What follows belongs to an exercise in optimizing a design on an open flow for small area; a production flow would make more cautious choices. RTL that was checked went through simulation tests only; none was proved equivalent to the original. Function not checked in runs 7 and 9: the RTL went through the layout flow alone.

## flow/design.v (module list and top-level ports; edited modules follow where they fit)
// module TwoByEightMatMul: 1139 lines
// module MatMul: 40 lines
// module MatMul_top: 11 lines
module MatMul_top (
	input clk, read, resetn, cs,
	input[31:0] writedata,
	output[31:0] readdata,
	output[7:0] conduit
);
  // ...
==> flow/run.sh <==
#!/bin/bash
# synth_recipe.tcl (not shown) runs the flow's synth.tcl, then flattens the netlist and writes it again
# the make line also repeats each setting of config.mk as NAME=value (left out here)
make -C /OpenROAD-flow-scripts/flow DESIGN_CONFIG=/design/flow/config.mk WORK_HOME=/design/flow/orfs CLKGATE_MAP_FILE= SYNTH_SCRIPT=/design/flow/synth_recipe.tcl finish
==> flow/config.mk <==
export PLATFORM = sky130hd
export DESIGN_NAME = MatMul_top
export DESIGN_NICKNAME = MatMul_top
export VERILOG_FILES = /design/flow/design.v
export SDC_FILE = /design/flow/constraint.sdc
export NUM_CORES = 4
export LEC_CHECK = 0
export CAP_MARGIN = 20
export CORE_MARGIN = 2
export CORE_UTILIZATION = 40
export SLEW_MARGIN = 20
==> flow/constraint.sdc <==
create_clock -name core_clock -period 12.0 [get_ports {clk}]
set_input_delay 2.4000 -clock core_clock [delete_from_list [all_inputs] [get_ports {clk}]]
set_output_delay 2.4000 -clock core_clock [all_outputs]
set_load 0.01 [all_outputs]
==> results_dict.tcl, run 1 <==
set metrics [dict create \
    cp_slowest_cell "fa_1" \
    design.seq.count 919 \
    worstPathArrival_ns 9.25 \
    synthMuxAreaShare 0.00114 \
    dieArea_sq_mm 0.112 \
    clk_root_buffer_cell "clkbuf_16" \
    synth_top_area_share 0.615 \
    instances_no_fill 4305 \
    ys_async_sr_fraction 0 \
    final.min_clock_period_ns 11.65 \
    grt_use_met1 0.302 \
    htreeDepth 3 \
    comb.multi_input.count 1686 \
    cpMostUsedCell "fa_1" \
    end_kind "primary output" \
    synth_top_family_by_area "adder cells" \
    path_clk_slew_ns 0.06 \
    fp.dieH_um 335 \
    fillers 9400 \
    dpl-instance-area_sq_mm 0.0453 \
    fp-row-count 121 \
    buf_share 0.0180 \
    clkCellAreaFrac 0.0630 \
    status "complete, no violations" \
    required_ns 9.60 \
    netlist_area_sq_mm 0.0438 \
    io_buffer_count 26 \
    crit_type "flop to primary output" \
    dp_cells 4143 \
    crit_family "adder cells" \
    ctsResizeCount 4 \
    grt_busiest_layer "met2" \
    synth_warnings 3 \
    layout-drive-gt1-share 0.0872 \
    synth_area_leaders "edfxtp_1 62%, fa_1 17%, a22oi_1 7.7%, nor2_1 4.6%, and4_1 2.2%" \
    avgSynthCellArea_sq_um 15.1 \
    fin_nets 3244 \
    dpl.hpwl_mm 84.0 \
    crit_path_start "mm.csel[0]" \
]
==> run 2, diff against run 1 <==
--- a/flow/config.mk
+++ b/flow/config.mk
@@ -7,5 +7,5 @@
 export LEC_CHECK = 0
 export CAP_MARGIN = 20
 export CORE_MARGIN = 2
-export CORE_UTILIZATION = 40
+export CORE_UTILIZATION = 65
 export SLEW_MARGIN = 20
==> run 2 against run 1 <==
Net effect: still clean on timing, DRC and antenna; synthesized area unchanged; non-clock buffer count increased by 4; routed wire length decreased by 2.5%; die area decreased by 38%; global-route usage increased by 13 points; clock-buffer cell count increased by 11; sequential share of layout area increased by 1.1 points; fmax decreased by 1.0%; largest cell class unchanged.
==> results_dict.tcl, run 2 <==
set metrics [dict create \
    synth_edf_count 897 \
    hold_buffers 0 \
    wl_met2_mm 55.6 \
    top_regs "mm.ram_a: 448 flops, mm.ram_b: 448 flops" \
    ant_nets 0 \
    dieArea_sq_mm 0.0694 \
    grt_overflow 0 \
    synth_xor_xnor_area_share 0.00160 \
    cp_max_fo 29 \
    status "complete, no violations" \
    fin_nets 3250 \
    crit_buf_inv 6 \
    fp-row-count 95 \
    max_stage_delay_ns 0.68 \
    synth_fa_ha_area_frac 0.173 \
    ioPinCount 76 \
    synth_compound_area_frac 0.0875 \
    finalWeightedCongestion 0.994 \
    synth.distinct_cells 66 \
    holdPathStages 1 \
    clk_path_buf_depth 3 \
    path_clk_slew_ns 0.06 \
    final_max_slew_viol_count 0 \
    whs_endpoint "mm.addr[3]" \
    io_buffer_count 26 \
    worstPathArrival_ns 9.37 \
    synthMuxAreaShare 0.00114 \
    synth.top_cells.by_count "897 x edfxtp_1, 542 x nor2_1, 449 x a22oi_1" \
    synth_warnings 3 \
    dr.pass1.iters 5 \
    syn2layout_area_growth_pct 8.68 \
    fillers 4354 \
    final.min_clock_period_ns 11.77 \
    clk_root_buffer_cell "clkbuf_16" \
    wl_met3_mm 12.9 \
    setup-violations-final 0 \
    start_util 0.654 \
    hp-start "mm.addr[3]" \
    fin_skew_ns 0.0348 \
    final_cell_mix "897 x edfxtp_1, 542 x nor2_1, 449 x a22oi_1" \
    dpl-instance-area_sq_mm 0.0446 \
    ys_seq_area_frac 0.625 \
    synth_top_family_by_area "adder cells" \
    fmax_mhz 85.0 \
    grt_usage 0.350 \
    highest_layer "met4" \
    synth_cells 2892 \
    cts_buffers 89 \
    synthFlopType "edfxtp_1" \
    antenna_found_initial 0 \
    wirelength_mm 119 \
    yosysTopAreaCell "edfxtp_1" \
    rr_startpoint "mm.addr[0]" \
    final_common_cell "edfxtp_1" \
    ys_ff_latch 919 \
    reg2reg_slack_ns 8.75 \
    crit_path_start "mm.csel[1]" \
    avgSynthCellArea_sq_um 15.1 \
    crit_path_cell_trace "buf_12, a22oi_1, and4_1, nor2_1, fa_1, fa_1, fa_1, fa_1, fa_1, fa_1, fa_1, fa_1, inv_1, fa_1, inv_1, fa_1, inv_1, ha_1, o211ai_1, a21o_1, a22oi_1, o41ai_1, buf_4, clkdlybuf4s50_1" \
    num_vias 25650 \
    synth_most_common_cell "edfxtp_1" \
    netlist_area_sq_mm 0.0438 \
    cts_tree "yes" \
    cpMostUsedCell "fa_1" \
    slew_headroom 0.278 \
    worstRegToRegCells 6 \
    layout-drive-gt1-share 0.0802 \
    crit_family "adder cells" \
    route.detailed.drc 0 \
    synth_top_area_share 0.615 \
    synth_area_leaders "edfxtp_1 62%, fa_1 17%, a22oi_1 7.7%, nor2_1 4.6%, and4_1 2.2%" \
    drv_cap 0 \
    hold_class "flop to flop" \
    worstMarginPinSlew_ns 1.08 \
    cp_slowest_cell "dfxtp_4" \
    grt_max_degree 109 \
    grt_pass1_wl_mm 175 \
    dpl.hpwl_mm 80.9 \
    startpoint_type "flop" \
    grt_pass1_vias 25991 \
    die_w_um 264 \
    crit_type "flop to primary output" \
    cts.sinks 919 \
    reg2reg_to "mm.ram_b[7][0]" \
    drt-vias-per-instance 6.81 \
    htreeDepth 3 \
    fp.dieH_um 264 \
    final_hold_viol_count 0 \
    wire_per_inst_um 31.6 \
    required_ns 9.60 \
    ys_async_sr_fraction 0 \
    worstSkewPairLatency_ns 0.66 \
    finalInstanceArea_sq_mm 0.0476 \
    min_period_over_period 0.981 \
    met1Wirelength_mm 46.6 \
    core-area_sq_mm 0.0669 \
    synth-simple-area-share 0.0811 \
    end_kind "primary output" \
    dr.first_iter.drc_count 3349 \
]
## run 2: cell types whose count changed in the layout (fill, tap and decap cells not counted), sizes merged
cell      delta
clkinvlp     -4
clkinv       +5
diode        +1
buf          +4
inv          -2
bufinv      -11
clkbuf      +11
## run 2: cell type report
class,instances,area (sq um),share of cell area
multi-input cells,1686,15200,0.319
diodes,1,2.50,0.0000526
repair buffers,85,885,0.0186
clock buffers,110,2360,0.0496
clock inverters,48,472,0.00991
inverters,46,173,0.00363
well taps,873,1090,0.0230
flip-flops and latches,919,27400,0.576
## run 2: worst max-delay path by stage
stage / endpoint / slack, ns / cells past startpoint
3_3_place_gp: readdata[5] / 0.74 / 24
3_5_place_dp: conduit[5] / 0.66 / 24
4_1_cts: conduit[5] / 0.006 / 24
6_report: conduit[5] / 0.23 / 24
2_1_floorplan: readdata[6] / 1.96 / 27
5_1_grt: conduit[7] / -0.0001 / 24
## run 2: metrics by stage
stage / instances / utilization / TNS [ns] / setup slack, ns / hold WS (ns)
2_1_floorplan: 2915 / - / 0 / 1.96 / 0.596
3_3_place_gp: 3605 / 0.667 / 0 / 0.739 / 0.631
3_5_place_dp: 3605 / 0.667 / 0 / 0.657 / 0.647
4_1_cts: 3764 / 0.710 / 0 / 0.00579 / 0.653
5_1_grt: 3767 / 0.711 / -0.000115 / -0.000115 / 0.697
6_report: 3768 / 0.711 / 0 / 0.234 / 0.681
## run 2: layer usage
metal,global-route usage,vias up
li1,-,10554
met1,0.508,13334
met2,0.539,1519
met3,0.0762,243
met4,0.111,0
met5,0,-
## run 2: worst reg2reg max path, cell delays in order, from the launching register on
cell and delay, ns:
edfxtp_1 0.35, buf_4 0.34, ha_1 0.29, inv_1 0.09, nor4b_2 0.37, nand2_1 0.61
nor2_1 0.85
## run 2: what timing repair did
| item | CTS | global route |
|---|---|---|
| endpoints found under the setup margin | 2 | 8 |
| setup buffers | 1 | 2 |
| gates resized for setup | 4 | 20 |
## run 2: cell families (layout without fill, tap and decap cells)
kind of cell / Yosys count / in the layout
mux: 5 / 5
buf+inv: 310 / 289
simple gates: 752 / 752
fa+ha+maj: 387 / 387
compound gates: 510 / 510
xor+xnor: 8 / 8
other cells: 1 / 25
flops: 919 / 919
==> run 3, diff against run 2 <==
--- a/flow/config.mk
+++ b/flow/config.mk
@@ -7,5 +7,7 @@
 export LEC_CHECK = 0
 export CAP_MARGIN = 20
 export CORE_MARGIN = 2
-export CORE_UTILIZATION = 65
+export CORE_UTILIZATION = 40
+export CTS_CLUSTER_DIAMETER = 60
+export CTS_CLUSTER_SIZE = 25
 export SLEW_MARGIN = 20
==> run 3 against run 2 <==
Net effect: critical endpoint is now conduit[6]; critical path type unchanged; critical path depth is the same; synthesized area unchanged; cell area down 0.90%.
==> results_dict.tcl, run 3 <==
set metrics [dict create \
    status "complete, no violations" \
    synth.distinct_cells 66 \
    synth-simple-area-share 0.0811 \
    path_clk_slew_ns 0.09 \
    dp_slack_ns 0.608 \
    dpl.hpwl_mm 84.0 \
    fp.dieH_um 335 \
    core-area_sq_mm 0.109 \
    die_w_um 335 \
    grt_usage 0.213 \
    fp-row-count 121 \
    drv_cap 0 \
    start_util 0.403 \
    fin_nets 3208 \
    htreeDepth 2 \
    final_common_cell "edfxtp_1" \
    final_cell_mix "897 x edfxtp_1, 542 x nor2_1, 449 x a22oi_1" \
    dieArea_sq_mm 0.112 \
    synth_area_leaders "edfxtp_1 62%, fa_1 17%, a22oi_1 7.7%, nor2_1 4.6%, and4_1 2.2%" \
    synth_compound_area_frac 0.0875 \
    route.detailed.drc 0 \
    cts_buffers 51 \
    clk_path_buf_depth 3 \
    hold_buffers 0 \
    synth_top_family_by_area "adder cells" \
    ys_ff_latch 919 \
    required_ns 9.60 \
    syn2layout_area_growth_pct 7.70 \
    synth_most_common_cell "edfxtp_1" \
    synth.top_cells.by_count "897 x edfxtp_1, 542 x nor2_1, 449 x a22oi_1" \
    ys_async_sr_fraction 0 \
    grt_pass1_wl_mm 175 \
    setup-violations-final 0 \
    final_hold_viol_count 0 \
    finalSetupTns_ns 0 \
    num_vias 24919 \
    n_antenna_cell 0 \
    rsz0062_at_grt "no" \
    grt_pass1_vias 25227 \
    worst_slack_ns 0.325 \
    yosysTopAreaCell "edfxtp_1" \
    antenna_found_initial 0 \
    crit_type "flop to primary output" \
    synth_xor_xnor_area_share 0.00160 \
    top_regs "mm.ram_a: 448 flops, mm.ram_b: 448 flops" \
    dr.first_iter.drc_count 2841 \
    synth_cells 2892 \
    finalWeightedCongestion 1.00 \
    fin_skew_ns 0.0361 \
    synth_edf_count 897 \
    ioPinCount 76 \
    hold_class "flop to flop" \
    synth_fa_ha_area_frac 0.173 \
    drt-vias-per-instance 5.88 \
    fmax_mhz 85.7 \
    cp_max_fo 39 \
    slew_headroom 0.239 \
    dr.pass1.iters 6 \
    cts.sinks 919 \
    avgSynthCellArea_sq_um 15.1 \
    io_buffer_count 26 \
    final_max_slew_viol_count 0 \
    ant_nets 0 \
    ys_seq_area_frac 0.625 \
    synthMuxAreaShare 0.00114 \
    layout-drive-gt1-share 0.0708 \
    worstMarginPinSlew_ns 1.14 \
    grt_overflow 0 \
    wirelength_mm 121 \
    end_kind "primary output" \
    clk_root_buffer_cell "clkbuf_16" \
    netlist_area_sq_mm 0.0438 \
    synth_warnings 3 \
    final.min_clock_period_ns 11.68 \
    worstPathArrival_ns 9.28 \
    grt_max_degree 90 \
    min_period_over_period 0.973 \
    startpoint_type "flop" \
    worstSkewPairLatency_ns 0.65 \
    synth_top_area_share 0.615 \
    wire_per_inst_um 28.6 \
    cts_tree "yes" \
    synthFlopType "edfxtp_1" \
]
-- run 3: cell counts after synthesis --
Identical to the previous run, type by type.
-- run 3: timing repair --
| item | 4_1_cts | 5_1_grt |
|---|---|---|
| gates resized for setup | 4 | 29 |
| setup buffers | 0 | 3 |
| setup endpoints to repair | 4 | 8 |
| gates cloned | 0 | 0 |
-- run 3: final cells by class --
| class | count | area, sq um |
|---|---|---|
| Sequential cell | 919 | 27400 |
| Tap cell | 1414 | 1770 |
| Clock inverter | 24 | 323 |
| Fill cell | 9509 | 61600 |
| Inverter | 46 | 173 |
| Multi-Input combinational cell | 1686 | 15200 |
| Clock buffer | 69 | 1410 |
| Timing Repair Buffer | 81 | 871 |
-- run 3: kinds of logic (layout without fill, tap and decap cells) --
family / count (synthesis) / count (layout)
and+or+nand+nor: 752 / 752
adders and majority gates: 387 / 387
other: 1 / 24
xor gates and xnor gates: 8 / 8
DFF: 919 / 919
AOI/OAI and AO/OA: 510 / 510
muxes: 5 / 5
buffers and inverters: 310 / 220
-- run 3: critical path, cell delays in order (launching register included) --
cell and delay (ns):
dfxtp_4 0.46, buf_12 0.23, a22oi_1 0.28, and4_1 0.51, nor2_1 0.14, fa_1 0.51, fa_1 0.64, fa_1 0.49
fa_1 0.45, fa_1 0.47, fa_1 0.49, fa_1 0.48, fa_1 0.52, inv_1 0.05, fa_1 0.38, inv_1 0.08
fa_1 0.41, inv_1 0.07, ha_2 0.33, nand3_1 0.13, nor2_1 0.05, a221o_1 0.38, o31a_1 0.25, o211ai_1 0.20
clkdlybuf4s50_1 0.57
-- run 3: stage by stage --
| step | hold slack, ns | cells | cell area, sq um | utilization |
|---|---|---|---|---|
| after floorplan | 0.596 | 2915 | 43900 | - |
| after global placement | 0.651 | 4143 | 45300 | 0.417 |
| after detailed placement | 0.662 | 4143 | 45300 | 0.417 |
| after CTS | 0.674 | 4236 | 47000 | 0.433 |
| after global routing | 0.704 | 4239 | 47100 | 0.434 |
| final | 0.673 | 4239 | 47100 | 0.434 |
-- run 3: final timing paths --
path	end	start	slack (ns)	cells past startpoint
max	conduit[6]	mm.csel[0]	0.32	24
min	mm.addr[1]	mm.addr[1]	0.67	2
max reg2reg	mm.ram_a[59][3]	mm.addr[0]	8.35	6
min reg2reg	mm.addr[1]	mm.addr[1]	0.67	2
-- run 3: per-layer routing --
layer  GRT usage  vias to the layer above  wire length, um  part of all wire
li1            -                    10427                -                 -
met1       0.304                    13190            51100              0.42
met2       0.340                     1144            56900              0.47
met3      0.0346                      158             9760             0.081
met4      0.0588                        0             3430             0.028
met5           0                        -                0                 0
==> run 4, diff against run 3 <==
--- a/flow/config.mk
+++ b/flow/config.mk
@@ -8,6 +8,8 @@
 export CAP_MARGIN = 20
 export CORE_MARGIN = 2
 export CORE_UTILIZATION = 40
+export CTS_BUF_LIST = sky130_fd_sc_hd__clkbuf_8
 export CTS_CLUSTER_DIAMETER = 60
-export CTS_CLUSTER_SIZE = 25
+export CTS_CLUSTER_SIZE = 16
+export GPL_TIMING_DRIVEN = 0
 export SLEW_MARGIN = 20
==> run 4 against run 3 <==
Net effect: still clean on timing, DRC and antenna; clock skew grew 0.0027 ns; synthesized cell count is the same; non-clock buffer count grew 137; routed wire length grew 20%; largest cell class unchanged.
==> results_dict.tcl, run 4 <==
set metrics [dict create \
    status "complete, no violations" \
    die_w_um 335 \
    ant_nets 0 \
    wl_met2_mm 65.7 \
    synth_area_leaders "edfxtp_1 62%, fa_1 17%, a22oi_1 7.7%, nor2_1 4.6%, and4_1 2.2%" \
    setup-violations-final 0 \
    wire_per_inst_um 33.0 \
    drv_cap 0 \
    antenna_found_initial 6 \
    dieArea_sq_mm 0.112 \
    grt_usage 0.257 \
    worst_slack_ns 0.257 \
    core-area_sq_mm 0.109 \
    cts_tree "yes" \
    cp_slowest_cell "clkdlybuf4s50_1" \
    avgSynthCellArea_sq_um 15.1 \
    io_buffer_count 26 \
    max_stage_delay_ns 0.52 \
    highest_layer "met5" \
    synth_warnings 3 \
    synth_cells 2892 \
    fin_skew_ns 0.0388 \
    end_kind "primary output" \
    grt_pass1_wl_mm 202 \
    required_ns 9.60 \
    ys_seq_area_frac 0.625 \
    dp_slack_ns -0.231 \
    synth_top_area_share 0.615 \
    route.detailed.drc 0 \
    ys_async_sr_fraction 0 \
    crit_family "adder cells" \
    crit_buf_inv 10 \
    dp_cells 4364 \
    synth.distinct_cells 66 \
    fmax_mhz 85.2 \
    final.min_clock_period_ns 11.74 \
    syn2layout_area_growth_pct 9.26 \
    fp-row-count 121 \
    dpl.hpwl_mm 101 \
    layout-drive-gt1-share 0.137 \
    clk_path_buf_depth 3 \
    synth_edf_count 897 \
    netlist_area_sq_mm 0.0438 \
    min_period_over_period 0.979 \
    holdPathStages 1 \
    synth.top_cells.by_count "897 x edfxtp_1, 542 x nor2_1, 449 x a22oi_1" \
    fin_nets 3365 \
    clk_root_buffer_cell "clkbuf_8" \
    start_util 0.403 \
    final_max_slew_viol_count 0 \
    dr.first_iter.drc_count 4076 \
    num_vias 27149 \
    ioPinCount 76 \
    worstMarginPinSlew_ns 0.987 \
    startpoint_type "flop" \
    slew_headroom 0.340 \
    grt_max_degree 100 \
    fillers 9687 \
    met1Wirelength_mm 56.5 \
    hold_class "flop to flop" \
    crit_type "flop to primary output" \
    cpMostUsedCell "fa_1" \
    grt_pass1_vias 26673 \
    dr.pass1.iters 5 \
    wirelength_mm 145 \
    drt-vias-per-instance 6.19 \
    yosysTopAreaCell "edfxtp_1" \
    worstSkewPairLatency_ns 0.75 \
    final_common_cell "edfxtp_1" \
    fin_util 0.440 \
    finalWeightedCongestion 0.970 \
    final_cell_mix "897 x edfxtp_1, 541 x nor2_1, 443 x a22oi_1" \
    final_hold_viol_count 0 \
    instances_no_fill 4385 \
    wl_met3_mm 16.6 \
    grt_overflow 0 \
    cts_buffers 71 \
    cp_max_fo 10 \
    cts.sinks 919 \
    path_clk_slew_ns 0.11 \
    top_regs "mm.ram_a: 448 flops, mm.ram_b: 448 flops" \
    cp_num_cells 29 \
    synthFlopType "edfxtp_1" \
    htreeDepth 3 \
    ys_ff_latch 919 \
    fp.dieH_um 335 \
    synth_most_common_cell "edfxtp_1" \
    worstRegToRegCells 6 \
    worstPathArrival_ns 9.34 \
    hold_buffers 0 \
]
run 4: cell count changes in the layout (fill, tap and decap cells not counted), sizes merged:
cell | before | now
buf | 62 | 156
inv | 56 | 64
clkinv | 12 | 7
clkbuf | 69 | 116
diode | 0 | 2
run 4: cells by family after synthesis:
logic type	count (synthesis)	share of synthesized area
fa+ha+maj	387	0.173
buf+inv	310	0.0305
other cells	1	0.0000857
xor+xnor	8	0.00160
compound gates	510	0.0875
simple gates	752	0.0811
flops	919	0.625
mux	5	0.00114
run 4: per-stage QoR:
step / setup TNS (ns) / area [sq um] / hold slack, ns
after floorplan: 0 / 43900 / 0.596
after global placement: -0.663 / 45900 / 0.660
after detailed placement: -0.813 / 46100 / 0.656
after CTS: 0 / 47300 / 0.671
after global routing: -0.0415 / 47800 / 0.709
final: 0 / 47800 / 0.680
run 4: final timing paths:
check / from / endpoint / slack, ns
max: mm.csel[1] / readdata[6] / 0.26
min: mm.addr[3] / mm.addr[3] / 0.68
max reg2reg: mm.addr[0] / mm.ram_a[16][0] / 8.49
min reg2reg: mm.addr[3] / mm.addr[3] / 0.68
run 4: final cells by class:
class / instances / area [sq um] / area share
inverter: 46 / 173 / 0.00361
antenna: 2 / 5.00 / 0.000105
multi-input combinational: 1686 / 15400 / 0.322
tap: 1414 / 1770 / 0.0370
clock buffer: 73 / 1000 / 0.0210
timing repair buffer: 65 / 722 / 0.0151
buffer: 153 / 1160 / 0.0243
sequential: 919 / 27400 / 0.572
clock inverter: 27 / 211 / 0.00442
run 4: routing by layer:
metal  GRT usage  vias to the layer above
met5           0                        -
li1            -                    10730
met1       0.363                    14233
met2       0.402                     1846
met3      0.0467                      334
met4      0.0879                        6
run 4: repair_timing:
item / CTS / global route
gates resized for setup: 371 / 152
endpoints found under the setup margin: 12 / 7
setup buffers: 0 / 30
pin swaps: 0 / 22
endpoints found under the hold margin: 0 / 0
gates cloned: 0 / 0
==> run 5, diff against run 4 <==
--- a/flow/config.mk
+++ b/flow/config.mk
@@ -11,5 +11,4 @@
 export CTS_BUF_LIST = sky130_fd_sc_hd__clkbuf_8
 export CTS_CLUSTER_DIAMETER = 60
 export CTS_CLUSTER_SIZE = 16
-export GPL_TIMING_DRIVEN = 0
 export SLEW_MARGIN = 20
==> run 5 against run 4 <==
Net effect: die area unchanged; still clean on timing, DRC and antenna; largest cell class unchanged; cell count down 3.1%; non-clock buffer count down 134; setup slack better by 0.040 ns; worst hold slack worse by 0.0031 ns; critical path type unchanged; clock skew up 0.012 ns.
==> results_dict.tcl, run 5 <==
set metrics [dict create \
    crit_path_start "mm.csel[1]" \
    path_clk_slew_ns 0.09 \
    min_period_over_period 0.975 \
    synth_top_area_share 0.615 \
    clk_path_buf_depth 3 \
    synth.distinct_cells 66 \
    finalWeightedCongestion 1.00 \
    finalSetupTns_ns 0 \
    slew_headroom 0.247 \
    crit_path_cell_trace "clkbuf_16, a22oi_1, and4_1, nor2_1, fa_1, fa_1, fa_1, fa_1, fa_1, fa_1, fa_1, fa_1, inv_1, fa_1, inv_1, fa_1, inv_1, ha_2, nand3_1, nor2_1, a221o_1, o31a_1, o211ai_1, clkdlybuf4s50_1" \
    fin_skew_ns 0.0510 \
    drt-vias-per-instance 5.88 \
    synth_cells 2892 \
    hp-start "mm.addr[1]" \
    synth_most_common_cell "edfxtp_1" \
    finalInstanceArea_sq_mm 0.0467 \
    ys_async_sr_fraction 0 \
    start_util 0.403 \
    final.min_clock_period_ns 11.70 \
    worstPathArrival_ns 9.30 \
    crit_family "adder cells" \
    grt_busiest_layer "met2" \
    worstMarginPinSlew_ns 1.13 \
    cts_buffers 70 \
    seq_area_sq_mm 0.0274 \
    fin_nets 3230 \
    synth-simple-area-share 0.0811 \
    cts.sinks 919 \
    final_hold_viol_count 0 \
    worstSkewPairLatency_ns 0.72 \
    grt_max_degree 90 \
    synth_top_family_by_area "adder cells" \
    required_ns 9.60 \
    syn2layout_area_growth_pct 6.70 \
    synth_area_leaders "edfxtp_1 62%, fa_1 17%, a22oi_1 7.7%, nor2_1 4.6%, and4_1 2.2%" \
    startpoint_type "flop" \
    cpMostUsedCell "fa_1" \
    ant_nets 0 \
    max_stage_delay_ns 0.66 \
    fp.dieH_um 335 \
    fmax_mhz 85.4 \
    antenna_found_initial 2 \
    synth_fa_ha_area_frac 0.173 \
    die_w_um 335 \
    rsz0062_at_grt "no" \
    ioPinCount 76 \
    route.detailed.drc 0 \
    status "complete, no violations" \
    dr.first_iter.drc_count 2975 \
    fillers 9581 \
    final_cell_mix "897 x edfxtp_1, 542 x nor2_1, 449 x a22oi_1" \
    wirelength_mm 122 \
    layout-drive-gt1-share 0.0794 \
    multiInputGateArea_sq_mm 0.0152 \
    cp_slowest_cell "fa_1" \
    synth_compound_area_frac 0.0875 \
    synth_xor_xnor_area_share 0.00160 \
    reg2reg_slack_ns 8.36 \
    hold_buffers 0 \
    htreeDepth 3 \
    avgSynthCellArea_sq_um 15.1 \
    top_regs "mm.ram_a: 448 flops, mm.ram_b: 448 flops" \
    ys_ff_latch 919 \
    grt_use_met3 0.0392 \
    dpl.hpwl_mm 84.0 \
    dr.pass1.iters 5 \
    rr_startpoint "mm.addr[0]" \
    grt_overflow 0 \
    cts_tree "yes" \
    synthMuxAreaShare 0.00114 \
    grt.met2_usage 0.343 \
    end_kind "primary output" \
    clk_root_buffer_cell "clkbuf_8" \
    grt_pass1_vias 25474 \
    io_buffer_count 26 \
    core-area_sq_mm 0.109 \
    grt_usage 0.214 \
    netlist_area_sq_mm 0.0438 \
    crit_buf_inv 5 \
    drv_cap 0 \
    cp_max_fo 23 \
    final_common_cell "edfxtp_1" \
    yosysTopAreaCell "edfxtp_1" \
    synthFlopType "edfxtp_1" \
    num_vias 24974 \
    instances_no_fill 4249 \
    dp_cells 4143 \
    dpl-instance-area_sq_mm 0.0453 \
    synth_warnings 3 \
    hold_class "flop to flop" \
    ys_seq_area_frac 0.625 \
    wire_per_inst_um 28.8 \
    final_max_slew_viol_count 0 \
    grt_pass1_wl_mm 175 \
    grt_use_met1 0.303 \
    synth.top_cells.by_count "897 x edfxtp_1, 542 x nor2_1, 449 x a22oi_1" \
    crit_type "flop to primary output" \
    dieArea_sq_mm 0.112 \
    synth_edf_count 897 \
    setup-violations-final 0 \
    fp-row-count 121 \
]
-- run 5: final cells by class --
type                       instances  share of cell area
sequential                       919               0.587
antenna                            2            0.000107
tap                             1414              0.0379
clock buffer                      72              0.0212
clock inverter                    26             0.00426
inverter                          46             0.00370
timing repair buffer              84              0.0201
multi-input combinational       1686               0.326
-- run 5: timing repair --
action                     4_1_cts  5_1_grt
resized for setup                5       50
gates cloned                     0        2
pin swaps                        0        0
hold endpoints to repair         0        0
buffers inserted                 0        4
setup endpoints to repair        8        8
-- run 5: per-layer routing --
layer	wire [um]	vias to the layer above
met4	2510	0
met1	51400	13230
met5	0	-
li1	-	10432
met2	58100	1177
met3	10300	135
-- run 5: tightest hold or removal path, cell delays in order, from the launching register on --
cell	delay (ns)
dfxtp_1	0.37
nor2_1	0.14
a31oi_2	0.10
-- run 5: path summary, 6_finish.rpt --
| check | end | cells after the start |
|---|---|---|
| setup / recovery | conduit[6] | 24 |
| hold / removal | mm.addr[1] | 2 |
| setup reg to reg | mm.ram_b[59][4] | 6 |
| hold reg to reg | mm.addr[1] | 2 |
-- run 5: kinds of logic (layout without fill, tap and decap cells) --
kind of cell    count (synthesis)  after routing
flops                         919            919
simple gates                  752            752
compound gates                510            510
fa+ha+maj                     387            387
buf+inv                       310            228
xor+xnor                        8              8
mux                             5              5
other cells                     1             26
-- run 5: per-stage QoR --
step	hold WS, ns	util	setup slack [ns]
after floorplan	0.596	-	1.96
after global placement	0.651	0.417	0.571
after detailed placement	0.662	0.417	0.608
after CTS	0.674	0.428	0.00550
after global routing	0.704	0.430	0.00276
final	0.677	0.430	0.297
==> run 6, diff against run 5 <==
==> flow/config.mk (replaced) <==
export PLATFORM = sky130hd
export DESIGN_NAME = MatMul_top
export DESIGN_NICKNAME = MatMul_top
export VERILOG_FILES = /design/flow/design.v
export SDC_FILE = /design/flow/constraint.sdc
export NUM_CORES = 4
export LEC_CHECK = 0
export CAP_MARGIN = 10
export CORE_MARGIN = 2
export CORE_UTILIZATION = 60
export CTS_BUF_LIST = sky130_fd_sc_hd__clkbuf_8
export CTS_CLUSTER_DIAMETER = 60
export CTS_CLUSTER_SIZE = 16
export SLEW_MARGIN = 10
==> run 6 against run 5 <==
Net effect: clock skew is 0.020 ns lower; non-clock buffer count is 5 higher; critical path type unchanged; critical endpoint is now readdata[6]; highest routed layer is now met5; synthesized cell count stayed put; first-iteration DRC count is 9.4% higher; sequential share of layout area is 0.61 points higher; still clean on timing, DRC and antenna.
==> results_dict.tcl, run 6 <==
set metrics [dict create \
    status "complete, no violations" \
    worstMarginPinSlew_ns 1.08 \
    end_kind "primary output" \
    ys_async_sr_fraction 0 \
    final_hold_viol_count 0 \
    synth_top_area_share 0.615 \
    dp_cells 3691 \
    finalSetupTns_ns 0 \
    worstPathArrival_ns 9.25 \
    cp_slowest_cell "clkdlybuf4s50_1" \
    ys_ff_latch 919 \
    fin_skew_ns 0.0307 \
    path_clk_slew_ns 0.09 \
    ant_nets 0 \
    dpl-instance-area_sq_mm 0.0448 \
    core-area_sq_mm 0.0726 \
    hold_class "flop to flop" \
    final.min_clock_period_ns 11.65 \
    ys_seq_area_frac 0.625 \
    dr.pass1.iters 8 \
    die_w_um 274 \
    finalInstanceArea_sq_mm 0.0462 \
    synthFlopType "edfxtp_1" \
    instances_no_fill 3813 \
    num_vias 25278 \
    crit_buf_inv 5 \
    dr.first_iter.drc_count 3255 \
    avgSynthCellArea_sq_um 15.1 \
    finalWeightedCongestion 0.995 \
    grt_max_degree 92 \
    cts_buffers 71 \
    synth.distinct_cells 66 \
    grt_pass1_vias 25156 \
    clk_root_buffer_cell "clkbuf_8" \
    clk_path_buf_depth 3 \
    grt_overflow 0 \
    max_stage_delay_ns 0.59 \
    fp-row-count 99 \
    start_util 0.603 \
    final_cell_mix "897 x edfxtp_1, 542 x nor2_1, 449 x a22oi_1" \
    worstSkewPairLatency_ns 0.72 \
    final_max_slew_viol_count 0 \
    antenna_found_initial 5 \
    drt-vias-per-instance 6.63 \
    crit_type "flop to primary output" \
    drv_cap 0 \
    startpoint_type "flop" \
    wire_per_inst_um 31.8 \
    cpMostUsedCell "fa_1" \
    syn2layout_area_growth_pct 5.63 \
    fp.dieH_um 274 \
    crit_path_cell_trace "buf_16, a22oi_1, and4_1, nor2_1, fa_1, fa_1, fa_1, fa_1, fa_1, fa_1, fa_1, fa_1, inv_1, fa_1, inv_1, fa_1, inv_1, ha_2, nand3_1, nor2_1, a221o_1, o31a_1, o211ai_1, clkdlybuf4s50_1" \
    setup-violations-final 0 \
    grt_usage 0.327 \
    final_common_cell "edfxtp_1" \
    dieArea_sq_mm 0.0751 \
    yosysTopAreaCell "edfxtp_1" \
    required_ns 9.60 \
    htreeDepth 3 \
    cp_max_fo 17 \
    route.detailed.drc 0 \
    io_buffer_count 26 \
    synth_edf_count 897 \
    min_period_over_period 0.971 \
    netlist_area_sq_mm 0.0438 \
    cts.sinks 919 \
    fin_nets 3236 \
    top_regs "mm.ram_a: 448 flops, mm.ram_b: 448 flops" \
    fmax_mhz 85.8 \
    layout-drive-gt1-share 0.0818 \
    crit_family "adder cells" \
    synth_area_leaders "edfxtp_1 62%, fa_1 17%, a22oi_1 7.7%, nor2_1 4.6%, and4_1 2.2%" \
    rsz0062_at_grt "no" \
    cts_tree "yes" \
    synth.top_cells.by_count "897 x edfxtp_1, 542 x nor2_1, 449 x a22oi_1" \
    grt_pass1_wl_mm 174 \
    synth_warnings 3 \
    synth_cells 2892 \
    wirelength_mm 121 \
    synth_most_common_cell "edfxtp_1" \
    dpl.hpwl_mm 81.9 \
    slew_headroom 0.283 \
    ioPinCount 76 \
]
run 6: cell count changes in the layout (fill, tap and decap cells not counted), sizes merged:
cell | previous run | this run
diode | 2 | 4
buf | 63 | 70
bufinv | 1 | 0
clkinvlp | 1 | 5
inv | 66 | 74
clkbuf | 74 | 72
clkinv | 4 | 5
run 6: path summary, 6_finish.rpt:
path                                 start         endpoint  slack [ns]  cells past startpoint
worst max-delay path            mm.csel[6]      readdata[6]        0.35                     24
worst min-delay path            mm.addr[3]       mm.addr[3]        0.67                      1
worst max register to register  mm.addr[0]  mm.ram_a[23][0]        8.72                      6
worst min register to register  mm.addr[3]       mm.addr[3]        0.67                      1
run 6: logic make-up (layout without fill, tap and decap cells):
logic type                 Yosys count  after routing  share of synthesized area
DFF                                919            919                      0.625
and+or+nand+nor                    752            752                     0.0811
AOI/OAI and AO/OA                  510            510                     0.0875
adders and majority gates          387            387                      0.173
buffers and inverters              310            245                     0.0305
xor gates and xnor gates             8              8                    0.00160
muxes                                5              5                    0.00114
other                                1             28                  0.0000857
run 6: timing repair:
item	CTS	global route
cloned	0	0
resized for setup	11	46
endpoints found under the setup margin	6	8
buffers inserted	0	8
hold buffers	0	0
run 6: layer usage:
| metal | part of all wire | up-vias | GRT usage | routed length (um) |
|---|---|---|---|---|
| met5 | 0.00053 | - | 0 | 64 |
| met4 | 0.028 | 4 | 0.0904 | 3380 |
| met3 | 0.11 | 203 | 0.0739 | 13300 |
| met2 | 0.46 | 1448 | 0.491 | 55400 |
| met1 | 0.40 | 13158 | 0.488 | 49100 |
| li1 | - | 10465 | - | - |
run 6: cell type report:
type                    instances  area (sq um)
multi-input cells            1686         15200
repair buffers                 89           993
well taps                     959          1200
flip-flops and latches        919         27400
clock inverters                38           239
diodes                          4          10.0
fillers                      5314         26300
inverters                      46           173
clock buffers                  72           991
run 6: through the flow:
step                setup slack (ns)   util  hold WS (ns)
finish                         0.347  0.637         0.666
global placement               0.585  0.617         0.645
floorplan                       1.96      -         0.596
detailed placement             0.569  0.617         0.646
CTS                           0.0328  0.634         0.662
global route                  0.0153  0.637         0.684
==> module MatMul, before the edit <==
module MatMul (
	input clk,
	input rw, cs, comdat,
	input[6:0] data_in,
	output[7:0] data_out
);
reg[6:0] addr;
reg[6:0] ram_a[0:63], ram_b[0:63];
reg[7:0] rsel, csel;
wire[6:0] addr_next = !cs ? addr : (rw || !comdat) ? addr + 7'd1 : data_in;
always @(posedge clk) begin
	addr <= addr_next;
	rsel <= 8'd1 << addr_next[6:4];
	csel <= 8'd1 << addr_next[3:1];
end
wire we = cs && !rw && !comdat;
integer n;
always @(posedge clk) begin
	for(n=0; n<64; n=n+1) begin
		if(we && addr == n)
			ram_a[n] <= data_in;
		if(we && addr == 64+n)
			ram_b[n] <= data_in;
	end
end
reg[55:0] arow, bcol;
integer k, r;
always @(*) begin
	arow = 56'd0;
	bcol = 56'd0;
	for(k=0; k<8; k=k+1)
		for(r=0; r<8; r=r+1) begin
			arow[7*k+:7] = arow[7*k+:7] | ({7{rsel[r]}} & ram_a[8*r+k]);
			bcol[7*k+:7] = bcol[7*k+:7] | ({7{csel[r]}} & ram_b[8*k+r]);
		end
end
wire[15:0] c;
TwoByEightMatMul dot(.a(arow), .b(bcol), .c(c));
assign data_out = addr[0] ? c[7:0] : c[15:8];
endmodule
==> run 7, diff against run 6 <==
--- a/flow/design.v
+++ b/flow/design.v
@@ -1145,13 +1145,10 @@
 );
 reg[6:0] addr;
 reg[6:0] ram_a[0:63], ram_b[0:63];
-reg[7:0] rsel, csel;
+reg[15:0] result;	 
 wire[6:0] addr_next = !cs ? addr : (rw || !comdat) ? addr + 7'd1 : data_in;
-always @(posedge clk) begin
+always @(posedge clk)
 	addr <= addr_next;
-	rsel <= 8'd1 << addr_next[6:4];
-	csel <= 8'd1 << addr_next[3:1];
-end
 wire we = cs && !rw && !comdat;
 integer n;
 always @(posedge clk) begin
@@ -1162,6 +1159,8 @@
 			ram_b[n] <= data_in;
 	end
 end
+wire[7:0] rsel = 8'd1 << addr_next[6:4];
+wire[7:0] csel = 8'd1 << addr_next[3:1];
 reg[55:0] arow, bcol;
 integer k, r;
 always @(*) begin
@@ -1175,7 +1174,9 @@
 end
 wire[15:0] c;
 TwoByEightMatMul dot(.a(arow), .b(bcol), .c(c));
-assign data_out = addr[0] ? c[7:0] : c[15:8];
+always @(posedge clk)
+	result <= c;
+assign data_out = addr[0] ? result[7:0] : result[15:8];
 endmodule
 module MatMul_top (
 	input clk, read, resetn, cs,
==> flow/config.mk (replaced) <==
export PLATFORM = sky130hd
export DESIGN_NAME = MatMul_top
export DESIGN_NICKNAME = MatMul_top
export VERILOG_FILES = /design/flow/design.v
export SDC_FILE = /design/flow/constraint.sdc
export NUM_CORES = 4
export LEC_CHECK = 0
export CAP_MARGIN = 20
export CORE_MARGIN = 2
export CORE_UTILIZATION = 40
export CTS_BUF_LIST = sky130_fd_sc_hd__clkbuf_8
export CTS_CLUSTER_DIAMETER = 60
export CTS_CLUSTER_SIZE = 16
export SLEW_MARGIN = 20
==> run 7 against run 6 <==
Net effect: cell count is 23% higher; die area is 55% higher; via count is 6.3% higher; sequential share of layout area is 4.7 points lower; synthesized cell count is 2.9% higher; first-iteration DRC count is 7.2% lower; clock skew is 0.028 ns higher; sequential cell count stayed put; non-clock buffer count is 152 higher.
==> results_dict.tcl, run 7 <==
set metrics [dict create \
    status "complete, no violations" \
    top_regs "mm.ram_a: 448 flops, mm.ram_b: 448 flops, mm.result: 16 flops" \
    grt_pass1_vias 27242 \
    grt_max_degree 89 \
    fillers 10010 \
    core-area_sq_mm 0.113 \
    final_cell_mix "897 x edfxtp_1, 549 x nor2_1, 362 x fa_1" \
    dpl-instance-area_sq_mm 0.0487 \
    final.min_clock_period_ns 11.16 \
    grt_pass1_wl_mm 192 \
    cp_slowest_cell "nor3_1" \
    ys_seq_area_frac 0.602 \
    holdWs_ns 1.13 \
    fin_nets 3579 \
    synthFlopType "edfxtp_1" \
    fmax_mhz 89.6 \
    fp.dieH_um 341 \
    avgSynthCellArea_sq_um 15.3 \
    end_kind "flop" \
    drv_cap 0 \
    synth_warnings 3 \
    grt_usage 0.229 \
    synth_area_leaders "edfxtp_1 59%, fa_1 16%, nor2_1 4.6%, mux2_2 2.8%, mux2i_1 2.3%" \
    ys_ff_latch 919 \
    drt-vias-per-instance 5.72 \
    worstPathArrival_ns 11.80 \
    reg2reg_slack_ns 1.99 \
    syn2layout_area_growth_pct 10.3 \
    wirelength_mm 132 \
    worst_slack_ns 0.836 \
    ioPinCount 76 \
    synth.top_cells.by_count "897 x edfxtp_1, 553 x nor2_1, 362 x fa_1" \
    cp_max_fo 31 \
    start_util 0.403 \
    final_hold_viol_count 0 \
    worstMarginPinSlew_ns 1.09 \
    fp-row-count 123 \
    worstSkewPairLatency_ns 0.74 \
    clk_path_buf_depth 3 \
    synth_edf_count 897 \
    hold_class "flop to flop" \
    layout-drive-gt1-share 0.156 \
    io_buffer_count 26 \
    synth_cells 2977 \
    dpl.hpwl_mm 95.1 \
    cts_buffers 74 \
    finalInstanceArea_sq_mm 0.0501 \
    grt_overflow 0 \
    final_common_cell "edfxtp_1" \
    antenna_found_initial 3 \
    required_ns 12.64 \
    synth.distinct_cells 67 \
    dr.first_iter.drc_count 3022 \
    synth_most_common_cell "edfxtp_1" \
    rsz0062_at_grt "no" \
    wire_per_inst_um 28.2 \
    min_period_over_period 0.930 \
    yosysTopAreaCell "edfxtp_1" \
    post_cts.repair.setup_buffers 0 \
    path_clk_slew_ns 0.09 \
    finalSetupTns_ns 0 \
    cts_tree "yes" \
    route.detailed.drc 0 \
    ys_async_sr_fraction 0 \
    ctsResizeCount 0 \
    htreeDepth 3 \
    finalWeightedCongestion 0.933 \
    startpoint_type "input port" \
    dr.pass1.iters 5 \
    die_w_um 341 \
    max_stage_delay_ns 0.67 \
    crit_type "input port to flop" \
    setup-violations-final 0 \
    final_max_slew_viol_count 0 \
    dieArea_sq_mm 0.116 \
    clk_root_buffer_cell "clkbuf_8" \
    cpMostUsedCell "fa_1" \
    num_vias 26859 \
    netlist_area_sq_mm 0.0454 \
    hold_buffers 0 \
    ant_nets 0 \
    dp_slack_ns 0.149 \
    fin_skew_ns 0.0582 \
    slew_headroom 0.264 \
    cts.sinks 919 \
    synth_top_area_share 0.593 \
]
[run 7: cell types whose count changed after synthesis, sizes merged, moves of 23 or more]
cell	previous run	this run
a221oi	2	107
mux4	0	29
nand2	37	156
o2bb2ai	0	26
o22a	0	42
clkbuf	150	67
a22oi	450	30
mux2	0	120
a21oi	14	41
a221o	1	24
nand3	11	67
and4	112	3
mux2i	5	103
[run 7: worst max-delay path, delay by kind of cell]
kind                     cells  cell delay, ns
AO/OA/AOI/OAI                5            1.09
XOR/XNOR                     1            0.13
adder cells (fa/ha/maj)     11            4.94
buffers and inverters        7            1.58
multiplexers                 1            0.31
AND/OR/NAND/NOR              5            1.31
[run 7: worst paths after layout]
kind,from,endpoint,cells past startpoint
setup / recovery,read,mm.result[15],30
hold / removal,mm.addr[1],mm.addr[1],3
setup reg to reg,mm.addr[0],mm.result[15],32
hold reg to reg,mm.addr[1],mm.addr[1],3
[run 7: layout make-up]
class | count | area [sq um] | share of cell area
antenna | 1 | 2.50 | 0.0000499
clock buffer | 78 | 1070 | 0.0214
clock inverter | 40 | 310 | 0.00619
inverter | 51 | 203 | 0.00404
multi-input combinational | 1869 | 17200 | 0.343
sequential | 919 | 27400 | 0.546
tap | 1500 | 1880 | 0.0374
timing repair buffer | 241 | 2090 | 0.0418
[run 7: metal layers]
metal / up-vias / wire length (um) / global-route usage
li1: 11336 / - / -
met1: 14093 / 57000 / 0.328
met2: 1222 / 59700 / 0.348
met3: 206 / 10600 / 0.0447
met4: 2 / 4900 / 0.0815
met5: - / 13 / 0
[run 7: cells by family (layout without fill, tap and decap cells)]
family	Yosys count	count (layout)	synth area share
AND/OR/NAND/NOR	852	852	0.0772
XOR/XNOR	14	14	0.00270
AO/OA/AOI/OAI	340	340	0.0621
buffers and inverters	212	410	0.0223
adder cells (fa/ha/maj)	387	387	0.166
flip-flops	919	919	0.602
multiplexers	252	252	0.0669
other	1	25	0.0000825
[run 7: through the flow]
step           instances  utilization
6_report            4699        0.445
5_1_grt             4699        0.445
4_1_cts             4698        0.445
3_5_place_dp        4580        0.433
3_3_place_gp        4580        0.433
2_1_floorplan       3000            -
==> run 8, diff against run 7 <==
--- a/flow/design.v
+++ b/flow/design.v
@@ -1145,10 +1145,13 @@
 );
 reg[6:0] addr;
 reg[6:0] ram_a[0:63], ram_b[0:63];
-reg[15:0] result;	 
+reg[7:0] rsel, csel;
 wire[6:0] addr_next = !cs ? addr : (rw || !comdat) ? addr + 7'd1 : data_in;
-always @(posedge clk)
+always @(posedge clk) begin
 	addr <= addr_next;
+	rsel <= 8'd1 << addr_next[6:4];
+	csel <= 8'd1 << addr_next[3:1];
+end
 wire we = cs && !rw && !comdat;
 integer n;
 always @(posedge clk) begin
@@ -1159,8 +1162,6 @@
 			ram_b[n] <= data_in;
 	end
 end
-wire[7:0] rsel = 8'd1 << addr_next[6:4];
-wire[7:0] csel = 8'd1 << addr_next[3:1];
 reg[55:0] arow, bcol;
 integer k, r;
 always @(*) begin
@@ -1174,9 +1175,7 @@
 end
 wire[15:0] c;
 TwoByEightMatMul dot(.a(arow), .b(bcol), .c(c));
-always @(posedge clk)
-	result <= c;
-assign data_out = addr[0] ? result[7:0] : result[15:8];
+assign data_out = addr[0] ? c[7:0] : c[15:8];
 endmodule
 module MatMul_top (
 	input clk, read, resetn, cs,
==> flow/flow/run.sh (new file) <==
#!/bin/bash
# Own flow: the standard synthesis and layout, with plain buffers (buf_2)
# on the ports and no dummy loads in the clock tree.
set -euo pipefail
bash standard.sh finish \
  "BUFFER_PORTS_ARGS=-buffer_cell sky130_fd_sc_hd__buf_2" \
  "CTS_ARGS=-sink_clustering_enable -repair_clock_nets -sink_clustering_size 16 -sink_clustering_max_diameter 60 -buf_list sky130_fd_sc_hd__clkbuf_8 -dont_use_dummy_load" \
  > std_flow.log 2>&1
==> flow/standard.sh (new file) <==
#!/bin/bash
# synth_recipe.tcl (not shown) runs the flow's synth.tcl, then flattens the netlist and writes it again
# the make line also repeats each setting of config.mk as NAME=value (left out here)
make -C /OpenROAD-flow-scripts/flow DESIGN_CONFIG=/design/flow/config.mk WORK_HOME=/design/flow/orfs CLKGATE_MAP_FILE= SYNTH_SCRIPT=/design/flow/synth_recipe.tcl "${@:-finish}"
removed: flow/run.sh
==> run 8 against run 7 <==
Net effect: routed wire length fell by 7.8%; worst hold slack worse by 0.43 ns; synthesized area is 3.7% lower; via count decreased by 7.2%; non-clock buffer count fell by 188; first-iteration DRC count rose by 8.0%; critical path type is now flop to primary output.
==> results_dict.tcl, run 8 <==
set metrics [dict create \
    required_ns 9.60 \
    fin_nets 3199 \
    hold_buffers 0 \
    crit_path_start "mm.csel[3]" \
    synth_most_common_cell "edfxtp_1" \
    drt-vias-per-instance 5.95 \
    synth_compound_area_frac 0.0875 \
    synth_fa_ha_area_frac 0.173 \
    antenna_found_initial 5 \
    dpl.hpwl_mm 83.0 \
    synth.distinct_cells 66 \
    met1Wirelength_mm 50.9 \
    layout-drive-gt1-share 0.0573 \
    status "complete, no violations" \
    cts.sinks 919 \
    syn2layout_area_growth_pct 4.98 \
    setup-violations-final 0 \
    hold_class "flop to flop" \
    synthMuxAreaShare 0.00114 \
    io_buffer_count 26 \
    path_clk_slew_ns 0.10 \
    synth_area_leaders "edfxtp_1 62%, fa_1 17%, a22oi_1 7.7%, nor2_1 4.6%, and4_1 2.2%" \
    cts_tree "yes" \
    grt_usage 0.218 \
    min_period_over_period 0.967 \
    holdPathStages 1 \
    wl_met2_mm 56.9 \
    start_util 0.403 \
    drv_cap 0 \
    crit_type "flop to primary output" \
    fp-row-count 121 \
    final_common_cell "edfxtp_1" \
    synth-simple-area-share 0.0811 \
    htreeDepth 3 \
    slew_headroom 0.279 \
    rr_startpoint "mm.addr[0]" \
    startpoint_type "flop" \
    clk_path_buf_depth 3 \
    synth_cells 2892 \
    top_regs "mm.ram_a: 448 flops, mm.ram_b: 448 flops" \
    ys_ff_latch 919 \
    ioPinCount 76 \
    num_vias 24933 \
    final.min_clock_period_ns 11.60 \
    rsz0062_at_grt "no" \
    wire_per_inst_um 29.1 \
    synthFlopType "edfxtp_1" \
    worstPathArrival_ns 9.20 \
    fmax_mhz 86.2 \
    grt_pass1_vias 25355 \
    avgSynthCellArea_sq_um 15.1 \
    finalSetupTns_ns 0 \
    synth_warnings 3 \
    cp_max_fo 56 \
    final_max_slew_viol_count 0 \
    dieArea_sq_mm 0.112 \
    fp.dieH_um 335 \
    worstMarginPinSlew_ns 1.08 \
    reg2reg_slack_ns 8.58 \
    fin_skew_ns 0.0716 \
    route.detailed.drc 0 \
    dr.pass1.iters 8 \
    wl_met3_mm 11.7 \
    worstRegToRegCells 5 \
    synth_edf_count 897 \
    grt_max_degree 94 \
    finalWeightedCongestion 1.04 \
    yosysTopAreaCell "edfxtp_1" \
    synth_top_area_share 0.615 \
    final_cell_mix "897 x edfxtp_1, 542 x nor2_1, 449 x a22oi_1" \
    synth.top_cells.by_count "897 x edfxtp_1, 542 x nor2_1, 449 x a22oi_1" \
    ys_async_sr_fraction 0 \
    grt_pass1_wl_mm 178 \
    wirelength_mm 122 \
    highest_layer "met5" \
    core-area_sq_mm 0.109 \
    dr.first_iter.drc_count 3264 \
    end_kind "primary output" \
    synth_top_family_by_area "adder cells" \
    finalInstanceArea_sq_mm 0.0460 \
    dpl-instance-area_sq_mm 0.0450 \
    cts_buffers 70 \
    netlist_area_sq_mm 0.0438 \
    worstSkewPairLatency_ns 0.71 \
    ant_nets 0 \
    ys_seq_area_frac 0.625 \
    grt_overflow 0 \
    synth_xor_xnor_area_share 0.00160 \
    die_w_um 335 \
    final_hold_viol_count 0 \
    hp-start "mm.addr[3]" \
    clk_root_buffer_cell "clkbuf_8" \
]
-- run 8: timing repair --
item	CTS	global route
setup buffers	0	0
hold endpoints to repair	0	0
gates resized for setup	0	1
endpoints found under the setup margin	0	2
-- run 8: per-layer routing --
layer | global-route usage | vias to the layer above
met1 | 0.309 | 13117
li1 | - | 10341
met3 | 0.0493 | 159
met5 | 0 | -
met2 | 0.343 | 1310
met4 | 0.0529 | 6
-- run 8: cells by family (layout without fill, tap and decap cells) --
| logic type | Yosys count | count (layout) |
|---|---|---|
| buf+inv | 310 | 169 |
| mux | 5 | 5 |
| fa+ha+maj | 387 | 387 |
| other cells | 1 | 27 |
| compound gates | 510 | 510 |
| simple gates | 752 | 752 |
| xor+xnor | 8 | 8 |
| flops | 919 | 919 |
-- run 8: per-stage QoR --
stage	std cells	setup slack (ns)	hold WS [ns]	utilization
final	4191	0.397	0.695	0.423
after global routing	4190	0.0301	0.717	0.423
after CTS	4187	0.244	0.676	0.422
after detailed placement	4117	1.03	0.662	0.414
after global placement	4117	0.972	0.646	0.414
after floorplan	2915	1.96	0.596	-
-- run 8: worst max-delay path, cell delays in order, from the launching register on --
cell and delay, ns:
dfxtp_4 0.93, a22oi_1 0.19, and4_1 0.41, nor2_1 0.24, fa_1 0.48, fa_1 0.60
fa_1 0.57, fa_1 0.45, fa_1 0.48, fa_1 0.51, fa_1 0.47, fa_1 0.51
inv_1 0.05, fa_1 0.38, inv_1 0.08, fa_1 0.41, inv_1 0.07, ha_1 0.32
nand4_1 0.20, or2_1 0.28, o31ai_1 0.26, mux2i_1 0.12, a211oi_2 0.25, buf_2 0.17
-- run 8: path summary, 6_finish.rpt --
path / endpoint
max: readdata[7]
min: mm.addr[3]
max reg2reg: mm.ram_b[11][1]
min reg2reg: mm.addr[3]
-- run 8: cell type report --
cell class / count / area (sq um)
multi-input combinational: 1686 / 15200
antenna: 3 / 7.51
fill: 9627 / 62700
inverter: 46 / 173
sequential: 919 / 27400
clock buffer: 70 / 963
timing repair buffer: 53 / 483
tap: 1414 / 1770
==> run 9, diff against run 8 <==
--- a/flow/design.v
+++ b/flow/design.v
@@ -1145,13 +1145,10 @@
 );
 reg[6:0] addr;
 reg[6:0] ram_a[0:63], ram_b[0:63];
-reg[7:0] rsel, csel;
+reg[15:0] result;	 
 wire[6:0] addr_next = !cs ? addr : (rw || !comdat) ? addr + 7'd1 : data_in;
-always @(posedge clk) begin
+always @(posedge clk)
 	addr <= addr_next;
-	rsel <= 8'd1 << addr_next[6:4];
-	csel <= 8'd1 << addr_next[3:1];
-end
 wire we = cs && !rw && !comdat;
 integer n;
 always @(posedge clk) begin
@@ -1162,6 +1159,8 @@
 			ram_b[n] <= data_in;
 	end
 end
+wire[7:0] rsel = 8'd1 << addr_next[6:4];
+wire[7:0] csel = 8'd1 << addr_next[3:1];
 reg[55:0] arow, bcol;
 integer k, r;
 always @(*) begin
@@ -1175,7 +1174,9 @@
 end
 wire[15:0] c;
 TwoByEightMatMul dot(.a(arow), .b(bcol), .c(c));
-assign data_out = addr[0] ? c[7:0] : c[15:8];
+always @(posedge clk)
+	result <= c;
+assign data_out = addr[0] ? result[7:0] : result[15:8];
 endmodule
 module MatMul_top (
 	input clk, read, resetn, cs,
==> flow/flow/run.sh (replaced) <==
#!/bin/bash
# Own flow: the standard synthesis, then its combinational gates (all but
# the flip-flops, the full/half adder cells and the tie cells) mapped again by
# ABC with an area-oriented script (flow/area.abc), then the standard
# layout of that netlist. Registers keep the standard synthesis's names and
# cells. Each tool writes its full output to a log of its own here.
set -euo pipefail
W=$(pwd)
F=$W/flow
P=${FLOW_PLATFORM:-sky130hd}
R=$W/orfs/results/$P/MatMul_top/base
L=$W/orfs/logs/$P/MatMul_top/base
O=$W/orfs/objects/$P/MatMul_top/base
YOSYS=$FLOW_HOME/../tools/install/yosys/bin/yosys
[[ -x $YOSYS ]] || YOSYS=$(command -v yosys)
LIB=$FLOW_HOME/platforms/$P/lib/sky130_fd_sc_hd__tt_025C_1v80.lib

# 1. the standard synthesis
bash standard.sh synth > std_synth.log 2>&1

# 2. remap the combinational logic
python3 $F/mkfuncs.py $LIB $W/funcs.v > mkfuncs.log 2>&1
DU=$(grep -o -- '-dont_use [^ ]*' $L/1_2_yosys.log | sort -u | tr '\n' ' ')
cat > $W/remap.ys <<EOF
read_verilog $R/1_2_yosys.v
read_liberty -lib $LIB
techmap -map $W/funcs.v
techmap
opt -purge
abc -script $F/area.abc -liberty $LIB $DU -constr $O/abc.constr
splitnets
opt_clean -purge
hilomap -singleton -hicell sky130_fd_sc_hd__conb_1 HI -locell sky130_fd_sc_hd__conb_1 LO
insbuf -buf sky130_fd_sc_hd__buf_4 A X
opt_clean -purge
check -assert
stat -liberty $LIB
write_verilog -noattr -noexpr -nohex -nodec $W/remapped.v
EOF
$YOSYS -s $W/remap.ys > remap.log 2>&1

# 3. the standard layout of the remapped netlist (the standard synthesis's
# results are moved aside so make takes the remapped netlist from the start)
mkdir -p $W/std_synth
mv $R/1_* $W/std_synth/
bash standard.sh finish SYNTH_NETLIST_FILES=$W/remapped.v > std_layout.log 2>&1
==> flow/flow/area.abc (new file) <==
&get -n
&st
&dch
&nf -p -a
&put
==> flow/flow/mkfuncs.py (new file) <==
#!/usr/bin/env python3
"""Write a Yosys techmap file that turns each single-output combinational
sky130_fd_sc_hd cell (except the adders and tie cells) back into plain logic,
from the functions in the liberty file."""
import re, sys
lib = open(sys.argv[1]).read()
keep = re.compile(r"__(fa|ha|conb|fah|dlygate|dlymetal|clkdly|probe|lpflow|tap|fill|decap|diode|macro)")
out = []
for c in re.split(r'\n\s*cell\s*\(', lib)[1:]:
    name = re.match(r'"?(\w+)"?', c).group(1)
    if keep.search(name) or 'ff (' in c or 'latch (' in c or 'statetable' in c:
        continue
    pins = re.findall(r'pin\s*\(\s*"?(\w+)"?\s*\)\s*\{(.*?)\n\s{8}\}', c, re.S)
    ins, outs = [], []
    for p, body in pins:
        d = re.search(r'direction\s*:\s*"?(\w+)"?', body)
        if not d: continue
        if d.group(1) == 'input': ins.append(p)
        elif d.group(1) == 'output':
            f = re.search(r'function\s*:\s*"([^"]*)"', body)
            if f: outs.append((p, f.group(1)))
    if len(outs) != 1 or not ins: continue
    o, f = outs[0]
    f = f.replace('!', '~').replace('*', '&').replace('+', '|')
    f = re.sub(r'(\w+)\s+(?=[\w(~])', r'\1 & ', f)  # implicit AND by space
    f = re.sub(r'\)\s+(?=[\w(~])', ') & ', f)
    out.append(f"module {name}({', '.join(ins + [o])});\n  input {', '.join(ins)};\n  output {o};\n  assign {o} = {f};\nendmodule\n")
open(sys.argv[2], 'w').write("\n".join(out))
print(len(out), "cells")
==> run 9 against run 8 <==
Net effect: utilization up 3.3 points; sequential share of layout area down 5.4 points; via count up 16%; non-clock buffer count up 232; worst hold slack better by 0.23 ns; setup slack better by 0.26 ns; global-route usage up 2.9 points; cell area up 9.8%.
==> results_dict.tcl, run 9 <==
set metrics [dict create \
    status "complete, no violations" \
    final_common_cell "edfxtp_1" \
    avgSynthCellArea_sq_um 15.2 \
    slew_headroom 0.223 \
    fp-row-count 122 \
    dr.first_iter.drc_count 3816 \
    worstPathArrival_ns 11.95 \
    drv_cap 0 \
    num_vias 28836 \
    finalWeightedCongestion 0.932 \
    core-area_sq_mm 0.111 \
    synth_warnings 0 \
    fp.dieH_um 338 \
    rr_startpoint "mm.addr[5]" \
    htreeDepth 3 \
    worstMarginPinSlew_ns 1.16 \
    die_w_um 338 \
    holdPathStages 3 \
    top_regs "mm.ram_a: 448 flops, mm.ram_b: 448 flops, mm.result: 16 flops" \
    cp_slowest_cell "nor4_1" \
    worstSkewPairLatency_ns 0.76 \
    start_util 0.404 \
    wire_per_inst_um 29.6 \
    cp_max_fo 17 \
    grt_pass1_vias 28658 \
    ioPinCount 76 \
    final_max_slew_viol_count 0 \
    grt.met2_usage 0.384 \
    path_clk_slew_ns 0.10 \
    final_cell_mix "897 x edfxtp_1, 509 x nor2_1, 362 x fa_1" \
    end_kind "flop" \
    hp-start "mm.addr[3]" \
    grt_busiest_layer "met2" \
    dp_cells 4703 \
    finalSetupTns_ns 0 \
    ant_nets 0 \
    worstRegToRegCells 29 \
    cts_buffers 76 \
    clk_path_buf_depth 3 \
    drt-vias-per-instance 5.98 \
    dpl-instance-area_sq_mm 0.0490 \
    hold_class "flop to flop" \
    synth_cells 2940 \
    grt_usage 0.247 \
    grt_max_degree 97 \
    post_cts.repair.setup_buffers 0 \
    syn2layout_area_growth_pct 12.8 \
    final.min_clock_period_ns 11.34 \
    crit_type "input port to flop" \
    wirelength_mm 143 \
    dpl.hpwl_mm 101 \
    reg2reg_to "mm.result[15]" \
    max_stage_delay_ns 0.56 \
    ctsResizeCount 0 \
    instances_no_fill 4825 \
    clk_root_buffer_cell "clkbuf_8" \
    hold_buffers 0 \
    finalInstanceArea_sq_mm 0.0505 \
    setup-violations-final 0 \
    rsz0062_at_grt "no" \
    fin_util 0.455 \
    grt_use_met3 0.0474 \
    antenna_found_initial 4 \
    io_buffer_count 26 \
    startpoint_type "input port" \
    cts.sinks 919 \
    required_ns 12.61 \
    fin_nets 3717 \
    grt_use_met1 0.346 \
    cpMostUsedCell "fa_1" \
    dr.pass1.iters 6 \
    route.detailed.drc 0 \
    final_hold_viol_count 0 \
    grt_pass1_wl_mm 204 \
    reg2reg_slack_ns 1.42 \
    fmax_mhz 88.2 \
    min_period_over_period 0.945 \
    layout-drive-gt1-share 0.127 \
    dieArea_sq_mm 0.115 \
    netlist_area_sq_mm 0.0447 \
    fin_skew_ns 0.0616 \
    whs_endpoint "mm.addr[3]" \
    cts_tree "yes" \
    grt_overflow 0 \
]
run 9: cell count changes in the layout (fill, tap and decap cells not counted), moves of 67 or more:
cell | previous run | this run
nor3_1 | 6 | 73
buf_4 | 24 | 247
nand2_1 | 37 | 118
nand3_1 | 10 | 90
and4_1 | 112 | 7
a22oi_1 | 449 | 17
run 9: worst max path at each step:
| stage | slack, ns | startpoint | depth (start not counted) | to |
|---|---|---|---|---|
| final | 0.66 | read | 29 | mm.result[15] |
| after global routing | 0.33 | read | 29 | mm.result[15] |
| after CTS | 0.77 | read | 30 | mm.result[15] |
| after detailed placement | -0.04 | read | 30 | mm.result[15] |
| after global placement | 0.02 | read | 30 | mm.result[15] |
| after floorplan | 0.03 | writedata[7] | 27 | mm.result[15] |
run 9: through the flow:
stage / setup WS, ns / hold slack [ns]
floorplan: 0.0349 / 0.841
global placement: 0.0192 / 0.887
detailed placement: -0.0363 / 0.897
CTS: 0.770 / 0.920
global route: 0.328 / 0.980
finish: 0.659 / 0.922
run 9: routing by layer:
layer | routed length [um] | vias up | part of all wire
met5 | 25 | - | 0.00018
met4 | 5410 | 4 | 0.038
met2 | 65100 | 1510 | 0.46
li1 | - | 11934 | -
met1 | 58700 | 15107 | 0.41
met3 | 13300 | 281 | 0.093
run 9: final cells by class:
cell class / count / area, sq um
repair buffers: 285 / 2420
clock inverters: 41 / 389
inverters: 61 / 259
flip-flops and latches: 919 / 27400
fillers: 9914 / 60300
diodes: 1 / 2.50
multi-input cells: 1951 / 17100
clock buffers: 79 / 1090
well taps: 1488 / 1860
run 9: worst max-delay path: cells and delay by family:
kind                       cells  cell delay (ns)
and+or+nand+nor                5             1.71
AOI/OAI and AO/OA              6             1.54
xor gates and xnor gates       1             0.10
adders and majority gates     11             4.95
buffers and inverters          6             1.22

-- separate check: timing with driven ports --
The flow's constraints put no driver on any port. The routed layouts listed below were extracted and timed again, unchanged, in two steps. Step 1: set_driving_cell puts a clkbuf_16 on clk and a buf_2 on each other input, an assumption about the parent block. Step 2 adds t to the input delays and takes it off the output delays; t is the mean of the earliest and latest rising clock arrival at the registers after step 1. Input paths then give back, and output paths get back, about the clock's delay inside the block. Three values: no drivers, after step 1, after step 2; two values: the first two.
| run | t, ns | setup slack, ns | worst setup path after step 2 | clock arrival spread, ns | worst register clock-pin slew, ns |
|---|---|---|---|---|---|
| run 1 | 0.720 | 0.354 / 0.284 / 1.004 | register to output | 0.034 / 0.034 | 0.07 / 0.07 |
| run 2 | 0.716 | 0.234 / 0.166 / 0.881 | register to output | 0.037 / 0.037 | 0.06 / 0.06 |
| run 3 | 0.702 | 0.325 / 0.253 / 0.955 | register to output | 0.040 / 0.040 | 0.10 / 0.10 |
| run 4 | 0.791 | 0.257 / 0.192 / 0.984 | register to output | 0.050 / 0.051 | 0.11 / 0.11 |
| run 5 | 0.767 | 0.297 / 0.230 / 0.997 | register to output | 0.069 / 0.068 | 0.11 / 0.11 |
| run 6 | 0.762 | 0.347 / 0.279 / 1.041 | register to output | 0.054 / 0.054 | 0.11 / 0.11 |
| run 7 | 0.781 | 0.836 / 0.878 / 0.097 | input to register | 0.061 / 0.062 | 0.11 / 0.11 |
| run 8 | 0.753 | 0.397 / 0.325 / 1.078 | register to output | 0.082 / 0.082 | 0.10 / 0.10 |
| run 9 | 0.805 | 0.659 / 0.657 / -0.148 | input to register | 0.076 / 0.076 | 0.11 / 0.11 |
With both steps, setup timing fails in run 9, where it was met with ideal ports. For run 9, which loses most, drivers alone change the setup slack by -0.002 ns; drivers and shift together by -0.807 ns.
